This is an optimization exercise on Yosys and OpenROAD, whose aim is small area, not a production implementation.
Function was checked by simulation only, so behaviour that the tests miss may differ from the original.
No activity file was given, so power comes from the tool's default toggle rates.

`flow/config.mk`:
```
export PLATFORM = sky130hd
export DESIGN_NAME = router
export DESIGN_NICKNAME = router
export VERILOG_FILES = /design/flow/design.v
export SDC_FILE = /design/flow/constraint.sdc
export NUM_CORES = 4
export LEC_CHECK = 0
export CAP_MARGIN = 20
export CORE_MARGIN = 2
export CORE_UTILIZATION = 40
export SLEW_MARGIN = 20
```
`flow/constraint.sdc`:
```
create_clock -name core_clock -period 5.0 [get_ports {clk}]
set_input_delay 1.0000 -clock core_clock [delete_from_list [all_inputs] [get_ports {clk}]]
set_output_delay 1.0000 -clock core_clock [all_outputs]
set_load 0.01 [all_outputs]
```
`flow/design.v`:
```
module router (
    input wire clk,               
    input wire rst,               
    input wire [25:0] local_in_data,     
    input wire local_in_valid,           
    output reg local_in_ready,           
    output reg [13:0] local_out_data,    
    output reg local_out_valid,          
    input wire local_out_ready,          
    input wire [25:0] north_in_data,     
    input wire north_in_valid,           
    output reg north_in_ready,           
    output reg [25:0] north_out_data,    
    output reg north_out_valid,          
    input wire north_out_ready,          
    input wire [25:0] south_in_data,
    input wire south_in_valid,
    output reg south_in_ready,
    output reg [25:0] south_out_data,
    output reg south_out_valid,
    input wire south_out_ready,
    input wire [25:0] east_in_data,
    input wire east_in_valid,
    output reg east_in_ready,
    output reg [25:0] east_out_data,
    output reg east_out_valid,
    input wire east_out_ready,
    input wire [25:0] west_in_data,
    input wire west_in_valid,
    output reg west_in_ready,
    output reg [25:0] west_out_data,
    output reg west_out_valid,
    input wire west_out_ready,
    output reg timeout_error,
    output reg [2:0] error_source
);
    wire [8:0] local_dx = local_in_data[25:17];
    wire [8:0] local_dy = local_in_data[16:8];
    wire [7:0] local_axon_id = local_in_data[7:0];
    wire [8:0] north_dx = north_in_data[25:17];
    wire [8:0] north_dy = north_in_data[16:8];
    wire [7:0] north_axon_id = north_in_data[7:0];
    wire [8:0] south_dx = south_in_data[25:17];
    wire [8:0] south_dy = south_in_data[16:8];
    wire [7:0] south_axon_id = south_in_data[7:0];
    wire [8:0] east_dx = east_in_data[25:17];
    wire [8:0] east_dy = east_in_data[16:8];
    wire [7:0] east_axon_id = east_in_data[7:0];
    wire [8:0] west_dx = west_in_data[25:17];
    wire [8:0] west_dy = west_in_data[16:8];
    wire [7:0] west_axon_id = west_in_data[7:0];
    wire local_to_east = local_dx > 0;
    wire local_to_west = local_dx < 0;
    wire local_to_north = local_dx == 0 && local_dy > 0;
    wire local_to_south = local_dx == 0 && local_dy < 0;
    wire local_to_local = local_dx == 0 && local_dy == 0;
    wire north_to_east = north_dx > 0;
    wire north_to_west = north_dx < 0;
    wire north_to_north = north_dx == 0 && north_dy > 0;
    wire north_to_south = north_dx == 0 && north_dy < 0;
    wire north_to_local = north_dx == 0 && north_dy == 0;
    wire south_to_east = south_dx > 0;
    wire south_to_west = south_dx < 0;
    wire south_to_north = south_dx == 0 && south_dy > 0;
    wire south_to_south = south_dx == 0 && south_dy < 0;
    wire south_to_local = south_dx == 0 && south_dy == 0;
    wire east_to_east = east_dx > 0;
    wire east_to_west = east_dx < 0;
    wire east_to_north = east_dx == 0 && east_dy > 0;
    wire east_to_south = east_dx == 0 && east_dy < 0;
    wire east_to_local = east_dx == 0 && east_dy == 0;
    wire west_to_east = west_dx > 0;
    wire west_to_west = west_dx < 0;
    wire west_to_north = west_dx == 0 && west_dy > 0;
    wire west_to_south = west_dx == 0 && west_dy < 0;
    wire west_to_local = west_dx == 0 && west_dy == 0;
    localparam IDLE = 3'b000;
    localparam ROUTE_LOCAL = 3'b001;
    localparam ROUTE_NORTH = 3'b010;
    localparam ROUTE_SOUTH = 3'b011;
    localparam ROUTE_EAST = 3'b100;
    localparam ROUTE_WEST = 3'b101;
    reg [2:0] local_out_state;
    reg [2:0] north_out_state;
    reg [2:0] south_out_state;
    reg [2:0] east_out_state;
    reg [2:0] west_out_state;
    reg [25:0] local_in_buffer;
    reg local_in_buffer_valid;
    reg [25:0] north_in_buffer;
    reg north_in_buffer_valid;
    reg [25:0] south_in_buffer;
    reg south_in_buffer_valid;
    reg [25:0] east_in_buffer;
    reg east_in_buffer_valid;
    reg [25:0] west_in_buffer;
    reg west_in_buffer_valid;
    localparam TIMEOUT_THRESHOLD = 16'hFFFF;  
    reg [15:0] timeout_counter;
    wire [25:0] local_decr_dx_packet = {local_in_data[25:17] - 9'd1, local_in_data[16:0]};
    wire [25:0] local_incr_dx_packet = {local_in_data[25:17] + 9'd1, local_in_data[16:0]};
    wire [25:0] local_decr_dy_packet = {9'd0, local_in_data[16:8] - 9'd1, local_in_data[7:0]};
    wire [25:0] local_incr_dy_packet = {9'd0, local_in_data[16:8] + 9'd1, local_in_data[7:0]};
    wire [13:0] local_delivery_packet = {local_in_data[7:0], local_in_data[3:0], 2'b00};  
    wire [25:0] north_decr_dx_packet = {north_in_data[25:17] - 9'd1, north_in_data[16:0]};
    wire [25:0] north_incr_dx_packet = {north_in_data[25:17] + 9'd1, north_in_data[16:0]};
    wire [25:0] north_decr_dy_packet = {9'd0, north_in_data[16:8] - 9'd1, north_in_data[7:0]};
    wire [25:0] north_incr_dy_packet = {9'd0, north_in_data[16:8] + 9'd1, north_in_data[7:0]};
    wire [13:0] north_delivery_packet = {north_in_data[7:0], north_in_data[3:0], 2'b00};
    wire [25:0] south_decr_dx_packet = {south_in_data[25:17] - 9'd1, south_in_data[16:0]};
    wire [25:0] south_incr_dx_packet = {south_in_data[25:17] + 9'd1, south_in_data[16:0]};
    wire [25:0] south_decr_dy_packet = {9'd0, south_in_data[16:8] - 9'd1, south_in_data[7:0]};
    wire [25:0] south_incr_dy_packet = {9'd0, south_in_data[16:8] + 9'd1, south_in_data[7:0]};
    wire [13:0] south_delivery_packet = {south_in_data[7:0], south_in_data[3:0], 2'b00};
    wire [25:0] east_decr_dx_packet = {east_in_data[25:17] - 9'd1, east_in_data[16:0]};
    wire [25:0] east_incr_dx_packet = {east_in_data[25:17] + 9'd1, east_in_data[16:0]};
    wire [25:0] east_decr_dy_packet = {9'd0, east_in_data[16:8] - 9'd1, east_in_data[7:0]};
    wire [25:0] east_incr_dy_packet = {9'd0, east_in_data[16:8] + 9'd1, east_in_data[7:0]};
    wire [13:0] east_delivery_packet = {east_in_data[7:0], east_in_data[3:0], 2'b00};
    wire [25:0] west_decr_dx_packet = {west_in_data[25:17] - 9'd1, west_in_data[16:0]};
    wire [25:0] west_incr_dx_packet = {west_in_data[25:17] + 9'd1, west_in_data[16:0]};
    wire [25:0] west_decr_dy_packet = {9'd0, west_in_data[16:8] - 9'd1, west_in_data[7:0]};
    wire [25:0] west_incr_dy_packet = {9'd0, west_in_data[16:8] + 9'd1, west_in_data[7:0]};
    wire [13:0] west_delivery_packet = {west_in_data[7:0], west_in_data[3:0], 2'b00};
    reg [2:0] arbiter_state;
    reg [2:0] next_arbiter_state;
    always @(posedge clk or posedge rst) begin
        if (rst) begin
            local_in_buffer_valid <= 1'b0;
            north_in_buffer_valid <= 1'b0;
            south_in_buffer_valid <= 1'b0;
            east_in_buffer_valid <= 1'b0;
            west_in_buffer_valid <= 1'b0;
        end else begin
            if (local_in_valid && local_in_ready) begin
                local_in_buffer <= local_in_data;
                local_in_buffer_valid <= 1'b1;
            end else if (arbiter_state == ROUTE_LOCAL && local_in_ready) begin
                local_in_buffer_valid <= 1'b0;
            end
            if (north_in_valid && north_in_ready) begin
                north_in_buffer <= north_in_data;
                north_in_buffer_valid <= 1'b1;
            end else if (arbiter_state == ROUTE_NORTH && north_in_ready) begin
                north_in_buffer_valid <= 1'b0;
            end
            if (south_in_valid && south_in_ready) begin
                south_in_buffer <= south_in_data;
                south_in_buffer_valid <= 1'b1;
            end else if (arbiter_state == ROUTE_SOUTH && south_in_ready) begin
                south_in_buffer_valid <= 1'b0;
            end
            if (east_in_valid && east_in_ready) begin
                east_in_buffer <= east_in_data;
                east_in_buffer_valid <= 1'b1;
            end else if (arbiter_state == ROUTE_EAST && east_in_ready) begin
                east_in_buffer_valid <= 1'b0;
            end
            if (west_in_valid && west_in_ready) begin
                west_in_buffer <= west_in_data;
                west_in_buffer_valid <= 1'b1;
            end else if (arbiter_state == ROUTE_WEST && west_in_ready) begin
                west_in_buffer_valid <= 1'b0;
            end
        end
    end
    always @(posedge clk or posedge rst) begin
        if (rst) begin
            arbiter_state <= IDLE;
            local_out_state <= IDLE;
            north_out_state <= IDLE;
            south_out_state <= IDLE;
            east_out_state <= IDLE;
            west_out_state <= IDLE;
            local_in_ready <= 1'b0;
            north_in_ready <= 1'b0;
            south_in_ready <= 1'b0;
            east_in_ready <= 1'b0;
            west_in_ready <= 1'b0;
            local_out_valid <= 1'b0;
            north_out_valid <= 1'b0;
            south_out_valid <= 1'b0;
            east_out_valid <= 1'b0;
            west_out_valid <= 1'b0;
            local_out_data <= 14'b0;
            north_out_data <= 26'b0;
            south_out_data <= 26'b0;
            east_out_data <= 26'b0;
            west_out_data <= 26'b0;
            timeout_error <= 1'b0;
            error_source <= 3'b000;
            timeout_counter <= 16'b0;
        end else begin
            local_in_ready <= !local_in_buffer_valid;
            north_in_ready <= !north_in_buffer_valid;
            south_in_ready <= !south_in_buffer_valid;
            east_in_ready <= !east_in_buffer_valid;
            west_in_ready <= !west_in_buffer_valid;
            if (arbiter_state != IDLE && timeout_counter < TIMEOUT_THRESHOLD) begin
                timeout_counter <= timeout_counter + 1'b1;
            end else if (arbiter_state == IDLE) begin
                timeout_counter <= 16'b0;
                timeout_error <= 1'b0;
            end
            if (timeout_counter >= TIMEOUT_THRESHOLD) begin
                timeout_error <= 1'b1;
                error_source <= arbiter_state;
                timeout_counter <= 16'b0;
                arbiter_state <= IDLE;
            end else begin
                case (arbiter_state)
                    IDLE: begin
                        if (local_in_buffer_valid) begin
                            arbiter_state <= ROUTE_LOCAL;
                        end else if (north_in_buffer_valid) begin
                            arbiter_state <= ROUTE_NORTH;
                        end else if (south_in_buffer_valid) begin
                            arbiter_state <= ROUTE_SOUTH;
                        end else if (east_in_buffer_valid) begin
                            arbiter_state <= ROUTE_EAST;
                        end else if (west_in_buffer_valid) begin
                            arbiter_state <= ROUTE_WEST;
                        end
                    end
                    ROUTE_LOCAL: begin
                        if (local_to_local && local_out_state == IDLE) begin
                            local_out_data <= local_delivery_packet;
                            local_out_valid <= 1'b1;
                            local_out_state <= ROUTE_LOCAL;
                        end else if (local_to_east && east_out_state == IDLE) begin
                            east_out_data <= local_decr_dx_packet;
                            east_out_valid <= 1'b1;
                            east_out_state <= ROUTE_LOCAL;
                        end else if (local_to_west && west_out_state == IDLE) begin
                            west_out_data <= local_incr_dx_packet;
                            west_out_valid <= 1'b1;
                            west_out_state <= ROUTE_LOCAL;
                        end else if (local_to_north && north_out_state == IDLE) begin
                            north_out_data <= local_decr_dy_packet;
                            north_out_valid <= 1'b1;
                            north_out_state <= ROUTE_LOCAL;
                        end else if (local_to_south && south_out_state == IDLE) begin
                            south_out_data <= local_incr_dy_packet;
                            south_out_valid <= 1'b1;
                            south_out_state <= ROUTE_LOCAL;
                        end
                        if ((local_to_local && local_out_state == ROUTE_LOCAL && local_out_ready) ||
                            (local_to_east && east_out_state == ROUTE_LOCAL && east_out_ready) ||
                            (local_to_west && west_out_state == ROUTE_LOCAL && west_out_ready) ||
                            (local_to_north && north_out_state == ROUTE_LOCAL && north_out_ready) ||
                            (local_to_south && south_out_state == ROUTE_LOCAL && south_out_ready)) begin
                            local_in_ready <= 1'b1;
                            arbiter_state <= IDLE;
                        end
                    end
                    ROUTE_NORTH: begin
                        if (north_to_local && local_out_state == IDLE) begin
                            local_out_data <= north_delivery_packet;
                            local_out_valid <= 1'b1;
                            local_out_state <= ROUTE_NORTH;
                        end else if (north_to_east && east_out_state == IDLE) begin
                            east_out_data <= north_decr_dx_packet;
                            east_out_valid <= 1'b1;
                            east_out_state <= ROUTE_NORTH;
                        end else if (north_to_west && west_out_state == IDLE) begin
                            west_out_data <= north_incr_dx_packet;
                            west_out_valid <= 1'b1;
                            west_out_state <= ROUTE_NORTH;
                        end else if (north_to_north && north_out_state == IDLE) begin
                            north_out_data <= north_decr_dy_packet;
                            north_out_valid <= 1'b1;
                            north_out_state <= ROUTE_NORTH;
                        end else if (north_to_south && south_out_state == IDLE) begin
                            south_out_data <= north_incr_dy_packet;
                            south_out_valid <= 1'b1;
                            south_out_state <= ROUTE_NORTH;
                        end
                        if ((north_to_local && local_out_state == ROUTE_NORTH && local_out_ready) ||
                            (north_to_east && east_out_state == ROUTE_NORTH && east_out_ready) ||
                            (north_to_west && west_out_state == ROUTE_NORTH && west_out_ready) ||
                            (north_to_north && north_out_state == ROUTE_NORTH && north_out_ready) ||
                            (north_to_south && south_out_state == ROUTE_NORTH && south_out_ready)) begin
                            north_in_ready <= 1'b1;
                            arbiter_state <= IDLE;
                        end
                    end
                    ROUTE_SOUTH: begin
                        if (south_to_local && local_out_state == IDLE) begin
                            local_out_data <= south_delivery_packet;
                            local_out_valid <= 1'b1;
                            local_out_state <= ROUTE_SOUTH;
                        end else if (south_to_east && east_out_state == IDLE) begin
                            east_out_data <= south_decr_dx_packet;
                            east_out_valid <= 1'b1;
                            east_out_state <= ROUTE_SOUTH;
                        end else if (south_to_west && west_out_state == IDLE) begin
                            west_out_data <= south_incr_dx_packet;
                            west_out_valid <= 1'b1;
                            west_out_state <= ROUTE_SOUTH;
                        end else if (south_to_north && north_out_state == IDLE) begin
                            north_out_data <= south_decr_dy_packet;
                            north_out_valid <= 1'b1;
                            north_out_state <= ROUTE_SOUTH;
                        end else if (south_to_south && south_out_state == IDLE) begin
                            south_out_data <= south_incr_dy_packet;
                            south_out_valid <= 1'b1;
                            south_out_state <= ROUTE_SOUTH;
                        end
                        if ((south_to_local && local_out_state == ROUTE_SOUTH && local_out_ready) ||
                            (south_to_east && east_out_state == ROUTE_SOUTH && east_out_ready) ||
                            (south_to_west && west_out_state == ROUTE_SOUTH && west_out_ready) ||
                            (south_to_north && north_out_state == ROUTE_SOUTH && north_out_ready) ||
                            (south_to_south && south_out_state == ROUTE_SOUTH && south_out_ready)) begin
                            south_in_ready <= 1'b1;
                            arbiter_state <= IDLE;
                        end
                    end
                    ROUTE_EAST: begin
                        if (east_to_local && local_out_state == IDLE) begin
                            local_out_data <= east_delivery_packet;
                            local_out_valid <= 1'b1;
                            local_out_state <= ROUTE_EAST;
                        end else if (east_to_east && east_out_state == IDLE) begin
                            east_out_data <= east_decr_dx_packet;
                            east_out_valid <= 1'b1;
                            east_out_state <= ROUTE_EAST;
                        end else if (east_to_west && west_out_state == IDLE) begin
                            west_out_data <= east_incr_dx_packet;
                            west_out_valid <= 1'b1;
                            west_out_state <= ROUTE_EAST;
                        end else if (east_to_north && north_out_state == IDLE) begin
                            north_out_data <= east_decr_dy_packet;
                            north_out_valid <= 1'b1;
                            north_out_state <= ROUTE_EAST;
                        end else if (east_to_south && south_out_state == IDLE) begin
                            south_out_data <= east_incr_dy_packet;
                            south_out_valid <= 1'b1;
                            south_out_state <= ROUTE_EAST;
                        end
                        if ((east_to_local && local_out_state == ROUTE_EAST && local_out_ready) ||
                            (east_to_east && east_out_state == ROUTE_EAST && east_out_ready) ||
                            (east_to_west && west_out_state == ROUTE_EAST && west_out_ready) ||
                            (east_to_north && north_out_state == ROUTE_EAST && north_out_ready) ||
                            (east_to_south && south_out_state == ROUTE_EAST && south_out_ready)) begin
                            east_in_ready <= 1'b1;
                            arbiter_state <= IDLE;
                        end
                    end
                    ROUTE_WEST: begin
                        if (west_to_local && local_out_state == IDLE) begin
                            local_out_data <= west_delivery_packet;
                            local_out_valid <= 1'b1;
                            local_out_state <= ROUTE_WEST;
                        end else if (west_to_east && east_out_state == IDLE) begin
                            east_out_data <= west_decr_dx_packet;
                            east_out_valid <= 1'b1;
                            east_out_state <= ROUTE_WEST;
                        end else if (west_to_west && west_out_state == IDLE) begin
                            west_out_data <= west_incr_dx_packet;
                            west_out_valid <= 1'b1;
                            west_out_state <= ROUTE_WEST;
                        end else if (west_to_north && north_out_state == IDLE) begin
                            north_out_data <= west_decr_dy_packet;
                            north_out_valid <= 1'b1;
                            north_out_state <= ROUTE_WEST;
                        end else if (west_to_south && south_out_state == IDLE) begin
                            south_out_data <= west_incr_dy_packet;
                            south_out_valid <= 1'b1;
                            south_out_state <= ROUTE_WEST;
                        end
                        if ((west_to_local && local_out_state == ROUTE_WEST && local_out_ready) ||
                            (west_to_east && east_out_state == ROUTE_WEST && east_out_ready) ||
                            (west_to_west && west_out_state == ROUTE_WEST && west_out_ready) ||
                            (west_to_north && north_out_state == ROUTE_WEST && north_out_ready) ||
                            (west_to_south && south_out_state == ROUTE_WEST && south_out_ready)) begin
                            west_in_ready <= 1'b1;
                            arbiter_state <= IDLE;
                        end
                    end
                    default: arbiter_state <= IDLE;
                endcase
            end
            if (local_out_state != IDLE && local_out_ready) begin
                local_out_valid <= 1'b0;
                local_out_state <= IDLE;
            end
            if (north_out_state != IDLE && north_out_ready) begin
                north_out_valid <= 1'b0;
                north_out_state <= IDLE;
            end
            if (south_out_state != IDLE && south_out_ready) begin
                south_out_valid <= 1'b0;
                south_out_state <= IDLE;
            end
            if (east_out_state != IDLE && east_out_ready) begin
                east_out_valid <= 1'b0;
                east_out_state <= IDLE;
            end
            if (west_out_state != IDLE && west_out_ready) begin
                west_out_valid <= 1'b0;
                west_out_state <= IDLE;
            end
        end
    end
endmodule
```
`flow/run.sh`:
```
#!/bin/bash
# synth_recipe.tcl (not shown) runs the flow's synth.tcl, then flattens the netlist and writes it again
# the make line also repeats each setting of config.mk as NAME=value (left out here)
make -C /OpenROAD-flow-scripts/flow DESIGN_CONFIG=/design/flow/config.mk WORK_HOME=/design/flow/orfs CLKGATE_MAP_FILE= SYNTH_SCRIPT=/design/flow/synth_recipe.tcl finish
```
==> run summary <==
outcome=complete, no violations; Routed met3 length=1.65 mm; Post-Syn Area=0.00641 mm2; Synth async-reset ratio=100%; Slowest cell on crit path=or4_4; Worst Path Arrival=3830 ps; Clock Tree Buf Depth=2; Critical Path, Cell by Cell=clkdlybuf4s50_1 > or4_4 > nor4_4 > nand4_1 > a21oi_1 > nor2_1 > nand4_1 > buf_4 > mux2_2; post-route cell area=0.00865 mm2; grt ovf=0; WL final=20.6 mm; area of the core=0.0158 mm2; synth-to-layout area growth=34.9%; library cells used by synthesis=56; row cnt=46; RSZ-0062 raised after global routing=false; Die W=131 um; hold crit path type=reg2reg; Final Hold Fails=0; gp weighted congestion=0.854; Seq/Total Area, Yosys=37.5%; DR iter-0 viols=251; # hold bufs at CTS=0; dpl ws=1060 ps; startpoint types=primary input; Ys Warns=1; Setup-failing EPs final=0; drt pass-1 iters=4; Synth Register Bits=96; Tot GR Track Use=24.3%; Avg Synthesized Cell Area=9.69 um2; final setup margin=1410 ps; Peak VDD IR=0.290 mV; initial core utilization=40.7%; vias in the first global route=5887; Worst slew margin=33.0%; Final Skew=10.7 ps; period utilisation layout=71.8%; CP Max Fanout=30; # resized after CTS=0; largest net degree at the start of global routing=74; Root Driver=clkbuf_16; most common cell after layout, fill and taps aside=clkdlybuf4s50_1; vias=5717; CP Class=in2reg; DR vias/cell=5.35; crit-path leading delay family=simple AND/OR/NAND/NOR gates; first-pass GRT wire length=31.6 mm; post-placement cell area=0.00837 mm2; htree depth=3; WL met2=10.5 mm; CTS tree=built; postcts setup bufs=0; leakage=3.55 nW; clk sinks=96; commonest non-fill, non-tap cells in the layout=206 x clkdlybuf4s50_1, 95 x dfrtp_1, 65 x conb_1, 56 x mux2i_1, 41 x mux2_2; die area=0.0171 mm2; Gate Count Post-Synth=662; # port buffers=206; highest routed metal layer=met4; # IOs=274; Worst Max-Slew Pin Slew=997 ps; hpwl dp=16.2 mm; most used flip-flop cell after synthesis=dfrtp_1; CTS buffer count=9; max-slew violation count=0; crit path time final=3590 ps; share of cells above drive strength 1=8.69%; Pwr Total=5.28 mW; most frequent CP cell=nand4_1; Clk Latency, worst-skew pair=350 ps; routed length per instance=19.3 um; Final #Nets=994; die height=131 um; max cap viols=0; Post-Route Setup TNS=0 ps; Worst Setup End Kind=flip-flop; Worst path max stage delay=560 ps; met1 WL=7.96 mm; Max Freq=278 MHz; worst path bufs/invs=2; initial antenna violation count=0; Post-synth EDFFs=0; DRT antenna net count=0; clk slew on worst S/H paths=70 ps; Finished Core Util=54.8%; DRC=0; antenna fix cells=0; pwr dens=610 mW/mm2; CP required=5240 ps
## per-layer routing
layer	track usage (%)	up-vias
met1	27.8	2794
met3	7.90	33
met2	43.4	226
met5	0	-
li1	-	2664
met4	7.38	0
## cells by family after synthesis
| group | Yosys count | synth area share (%) |
|---|---|---|
| and+or+nand+nor | 184 | 15.9 |
| buffers and inverters | 131 | 12.3 |
| AOI/OAI and AO/OA | 122 | 13.9 |
| muxes | 97 | 15.9 |
| DFF | 96 | 37.5 |
| xor gates and xnor gates | 26 | 3.55 |
| adders and majority gates | 5 | 0.975 |
| other | 1 | 0.0585 |
## metrics by stage
stage,cells,hold slack [ps]
after detailed placement,1052,469
after global routing,1068,501
after CTS,1068,485
final,1068,480
after global placement,1052,466
after floorplan,726,452
## power by group
group / switching (mW) / internal [mW]
clock network: 0.316 / 0.345
registers: 0.294 / 1.12
logic: 1.60 / 1.60
total: 2.21 / 3.07
## synthesized netlist by cell type, types with 3 or more instances
master | n | area [um2]
dfrtp_1 | 96 | 2400
buf_4 | 75 | 563
mux2i_1 | 56 | 561
mux2_2 | 41 | 462
nor2_1 | 36 | 135
nand2_1 | 35 | 131
inv_1 | 27 | 101
o221ai_1 | 25 | 219
nor3_1 | 21 | 105
o21ai_0 | 21 | 105
nand3_1 | 19 | 95.1
o21a_1 | 19 | 143
clkbuf_1 | 15 | 56.3
nor4_1 | 14 | 87.6
xor2_1 | 14 | 123
buf_2 | 12 | 60.1
xnor2_1 | 12 | 105
a21oi_1 | 11 | 55.1
nand4_1 | 10 | 62.6
a22o_1 | 9 | 78.8
or3_1 | 9 | 56.3
o22ai_1 | 7 | 43.8
and3_1 | 6 | 37.5
nand2b_1 | 6 | 37.5
ha_1 | 5 | 62.6
nand3b_1 | 5 | 37.5
o31ai_1 | 5 | 37.5
a22oi_1 | 4 | 30.0
nor4bb_1 | 4 | 40.0
a211oi_1 | 3 | 22.5
a41o_1 | 3 | 30.0
and4_1 | 3 | 26.3
nor2b_1 | 3 | 18.8
o211ai_1 | 3 | 22.5
## worst paths after layout
| kind | slack, ps | cells past startpoint | to | startpoint |
|---|---|---|---|---|
| worst max-delay path | 1410 | 9 | east_out_data[9]$_DFFE_PP0P_ | south_in_data[22] |
| worst min-delay path | 480 | 2 | north_out_data[8]$_DFFE_PP0P_ | north_out_data[8]$_DFFE_PP0P_ |
| worst max register to register | 1420 | 9 | north_out_data[16]$_DFFE_PP0P_ | arbiter_state[1]$_DFFE_PP0P_ |
| worst min register to register | 480 | 2 | north_out_data[8]$_DFFE_PP0P_ | north_out_data[8]$_DFFE_PP0P_ |
| max in group asynchronous | 2930 | 3 | timeout_counter[15]$_DFFE_PP0P_ | rst |
| min in group asynchronous | 1190 | 2 | south_in_buffer_valid$_DFFE_PP0P_ | rst |
## flip-flops by register name, indices dropped and copies added (netlist names), 3 cells and up
signal           count
arbiter_state        3
east_out_state       3
east_out_data       26
north_out_data      17
local_out_data       8
error_source         3
timeout_counter     16
north_out_state      3
local_out_state      3
## worst register-to-register path, delay by kind of cell, from the launching register on
kind	cells	cell delay, ps
AND/OR/NAND/NOR	2	860
buffers and inverters	2	780
AO/OA/AOI/OAI	3	690
flip-flops	1	560
adder cells (fa/ha/maj)	1	390
XOR/XNOR	1	160
## area by class of cell
class                   instances  area [um2]
clock inverters                 6        50.0
repair buffers                214        2120
fillers                      1464        7120
inverters                      27         104
flip-flops and latches         96        2410
multi-input cells             499        3470
well taps                     216         270
clock buffers                  10         229

port drivers added, routing unchanged:
The flow's constraints put no driver on any port. The routed layout listed below was extracted and timed again, unchanged, in two steps.
Step 1 (the two cells are an assumption about what drives the block):
set clk [get_ports {clk}]
set_driving_cell -lib_cell sky130_fd_sc_hd__clkbuf_16 $clk
set_driving_cell -lib_cell sky130_fd_sc_hd__buf_2 [delete_from_list [all_inputs] $clk]
Step 2 times the ports against the registers' clock, not the clock port: input delays grow and output delays shrink by t, the midpoint of the rising clock arrivals with the driver on.
Slacks: no drivers / after step 1 / after step 2; pairs: no drivers / after step 1.
t, ns: 0.392
setup slack, ns: 1.409 / 1.424 / 1.038
hold slack, ns: 0.480 / 0.480 / 0.480
After both steps setup and hold are still met in this run. The setup slack of this run moves by +0.015 ns with the drivers and by -0.371 ns with both steps.
